From an optimization exercise on the open Yosys and OpenROAD flow, aimed at a short achievable clock period and few clock cycles; shortcuts taken in it are not production practice. Function was checked by simulation only, so behaviour that the tests miss may differ from the original. Power figures rest on the tool's default switching activity, not on a simulated workload.

==> flow/design.v (excerpt) <==
module PipelinedProcessor (
    input clk,
    input rst,
    output [4:0] imem_addr,
    input [31:0] imem_data,
    output [4:0] dmem_raddr,
    input [7:0] dmem_rdata,
    output dmem_we,
    output [4:0] dmem_waddr,
    output [7:0] dmem_wdata
);
    reg [4:0] pc;                 
    reg [4:0] pc_o;               
    reg [31:0] bt_taken;          
    reg [4:0] bt_target [0:31];   
    assign imem_addr = pc_o;
    wire f_pred = bt_taken[pc];
    wire [4:0] f_tgt = bt_target[pc];
    wire [4:0] t_next = f_pred ? f_tgt : pc + 5'd1;
    wire [4:0] t_next_o = f_pred ? f_tgt : pc_o + 5'd1;
    reg        e_kill;
    reg        e_wr;         
    reg [4:0]  e_rd;
    reg        e_st;         
    reg        e_late;       
    reg        e_ldf;        
    reg        e_br;         
    reg        e_m_eq;       
    reg        e_m_ne;       
    reg        e_and, e_or, e_ld;            
    reg        e_s0, e_s1, e_s2, e_s3;       
    reg        e_c0, e_c1, e_c2, e_c3;       
    reg [7:0]  e_a, e_b;
    reg [7:0]  e_bx;         
    reg        e_fa, e_fb;   
    reg        e_q0, e_q1, e_q2, e_q3;       
    reg [4:0]  e_ld_addr;
    reg [4:0]  e_ldx;        
    reg [4:0]  e_st_addr;
    reg [4:0]  e_pc;
    reg [4:0]  e_target;
    reg [4:0]  e_fix;        
    reg        w_wr;
    reg [4:0]  w_rd;
    reg [7:0]  r;            
    reg        o_we;
    reg [4:0]  o_waddr;
    reg [7:0]  o_wdata;
    reg        w_br;         
    reg        w_taken;
    reg [4:0]  w_pc;
    reg [4:0]  w_target;
    reg [7:0] rf [1:31];
    wire [31:0] inst = imem_data;
    wire [6:0] op  = inst[6:0];
    wire [2:0] f3  = inst[14:12];
    wire [6:0] f7  = inst[31:25];
    wire [4:0] rd  = inst[11:7];
    wire [4:0] rs1 = inst[19:15];
    wire [4:0] rs2 = inst[24:20];
  ...
For scale: roughly 3100 cells after synthesis, roughly 580 flip-flops, ~66 I/O pins.
export LEC_CHECK = 0
export ABC_CLOCK_PERIOD_IN_PS = 1500
export CAP_MARGIN = 20
export CORE_MARGIN = 2
export CORE_UTILIZATION = 30
export SETUP_SLACK_MARGIN = 3.7
export SLEW_MARGIN = 20
export TNS_END_PERCENT = 100
create_clock -name core_clock -period 5.5 [get_ports {clk}]
standard.sh (not shown) runs the stock make flow with config.mk's settings and CLKGATE_MAP_FILE= SYNTH_SCRIPT=/design/flow/synth_recipe.tcl, a recipe that flattens the netlist after the stock synthesis.
==> flow/flow/run.sh <==
#!/bin/bash
# Own layout flow: the standard ORFS flow (standard.sh), unchanged except
# that ABC maps the logic with a delay-driven script (flow/abc_speed.script,
# classic "map -D" with buffering and sizing). Registers are mapped exactly
# as in the standard synthesis (the ABC step only touches combinational logic).
set -euo pipefail
W=$PWD
rm -rf "$W/scripts_mod"
mkdir -p "$W/scripts_mod"
cp -r "$FLOW_HOME/scripts/." "$W/scripts_mod/"
cp "$W/flow/abc_speed.script" "$W/scripts_mod/abc_speed.script"
sed "s|CLKGATE_MAP_FILE= |CLKGATE_MAP_FILE= SCRIPTS_DIR=$W/scripts_mod |" "$W/standard.sh" > "$W/standard_mod.sh"
grep -q "SCRIPTS_DIR=$W/scripts_mod" "$W/standard_mod.sh"
bash "$W/standard_mod.sh" finish > "$W/flow_make.log" 2>&1
test -s "$W/out/final.def"
==> flow/flow/abc_speed.script <==
strash
dch
map -D 1500
buffer
upsize -D 1500
dnsize -D 1500
stime -p
The starting point went through all stages and came out clean.
Testbench counts at the start, summed over its fixed seeds: cycles 21,025.
Rerun with:
--- a/flow/flow/run.sh
+++ b/flow/flow/run.sh
@@ -4,2 +4,3 @@
-# classic "map -D" with buffering and sizing). Registers are mapped exactly
-# as in the standard synthesis (the ABC step only touches combinational logic).
+# classic "map -D 600" with buffering and sizing) and the resizer may swap a
+# cell for one with another footprint. Registers are mapped exactly as in the
+# standard synthesis (the ABC step only touches combinational logic).
@@ -12 +13 @@
-sed "s|CLKGATE_MAP_FILE= |CLKGATE_MAP_FILE= SCRIPTS_DIR=$W/scripts_mod |" "$W/standard.sh" > "$W/standard_mod.sh"
+sed "s|CLKGATE_MAP_FILE= |CLKGATE_MAP_FILE= SCRIPTS_DIR=$W/scripts_mod MATCH_CELL_FOOTPRINT=0 |" "$W/standard.sh" > "$W/standard_mod.sh"
==> flow/flow/abc_speed.script (replaced) <==
strash
dch
map -D 600
buffer
upsize -D 600
dnsize -D 600
stime -p
Settings changed: CORE_UTILIZATION 30 to 40.
=> The new run produced a clean layout. Setup slack got worse by 0.058 ns. Sequential share of layout area shrinks by 1.4 points. Non-clock buffer count rose by 12.
Rerun with:
--- a/flow/flow/run.sh
+++ b/flow/flow/run.sh
@@ -4 +4 @@
-# classic "map -D 600" with buffering and sizing) and the resizer may swap a
+# classic "map -D" with buffering and sizing) and the resizer may swap a
==> flow/flow/abc_speed.script (replaced) <==
strash
dch
map -D 1500
buffer
upsize -D 1500
dnsize -D 1500
stime -p
Effect:
- power goes down by 6.3%
- global-route usage goes down by 1.5 points
- clock-buffer cell count goes down by 1
- worst hold slack improved by 0.0052 ns
- non-clock buffer count goes up by 40
Rerun with:
--- a/flow/flow/run.sh
+++ b/flow/flow/run.sh
@@ -4,3 +4,2 @@
-# classic "map -D" with buffering and sizing) and the resizer may swap a
-# cell for one with another footprint. Registers are mapped exactly as in the
-# standard synthesis (the ABC step only touches combinational logic).
+# classic "map -D" with buffering and sizing). Registers are mapped exactly
+# as in the standard synthesis (the ABC step only touches combinational logic).
@@ -13 +12 @@
-sed "s|CLKGATE_MAP_FILE= |CLKGATE_MAP_FILE= SCRIPTS_DIR=$W/scripts_mod MATCH_CELL_FOOTPRINT=0 |" "$W/standard.sh" > "$W/standard_mod.sh"
+sed "s|CLKGATE_MAP_FILE= |CLKGATE_MAP_FILE= SCRIPTS_DIR=$W/scripts_mod |" "$W/standard.sh" > "$W/standard_mod.sh"
Result: The new run ran to the end with no violations. Clock-buffer cell count goes up by 2. Routed wire length came out higher by a few percent. Worst setup slack is about the same.

## separate check: timing with driven ports
Ports are ideal in the flow. The routed layouts listed here were re-timed in OpenROAD. Step 1 (the two cells are an assumption about what drives the block):
set clk [get_ports {clk}]
set_driving_cell -lib_cell sky130_fd_sc_hd__clkbuf_16 $clk
set_driving_cell -lib_cell sky130_fd_sc_hd__buf_2 [delete_from_list [all_inputs] $clk]
Step 2 also shifts input and output timing later by t, the mid clock arrival at the registers, as if the neighbouring blocks saw the same clock. Three values: ideal, step 1, step 2; two values: the first two.
run | t (ns) | slack for setup (ns) | latest minus earliest clock arrival (ns) | slew at the worst register clock pin (ns)
the first run | 0.746 | 3.082 / 2.928 / 2.182 | 0.048 / 0.049 | 0.07 / 0.07
the second run | 0.728 | 3.023 / 2.945 / 2.216 | 0.041 / 0.041 | 0.07 / 0.07
the third run | 0.717 | 3.170 / 3.058 / 2.341 | 0.077 / 0.076 | 0.07 / 0.07
the fourth run | 0.679 | 3.170 / 3.005 / 2.325 | 0.050 / 0.049 | 0.07 / 0.07
After both steps setup and hold are still met in every run listed. The setup slack of the first run, which loses most, moves by -0.154 ns with the drivers and by -0.900 ns with both steps.
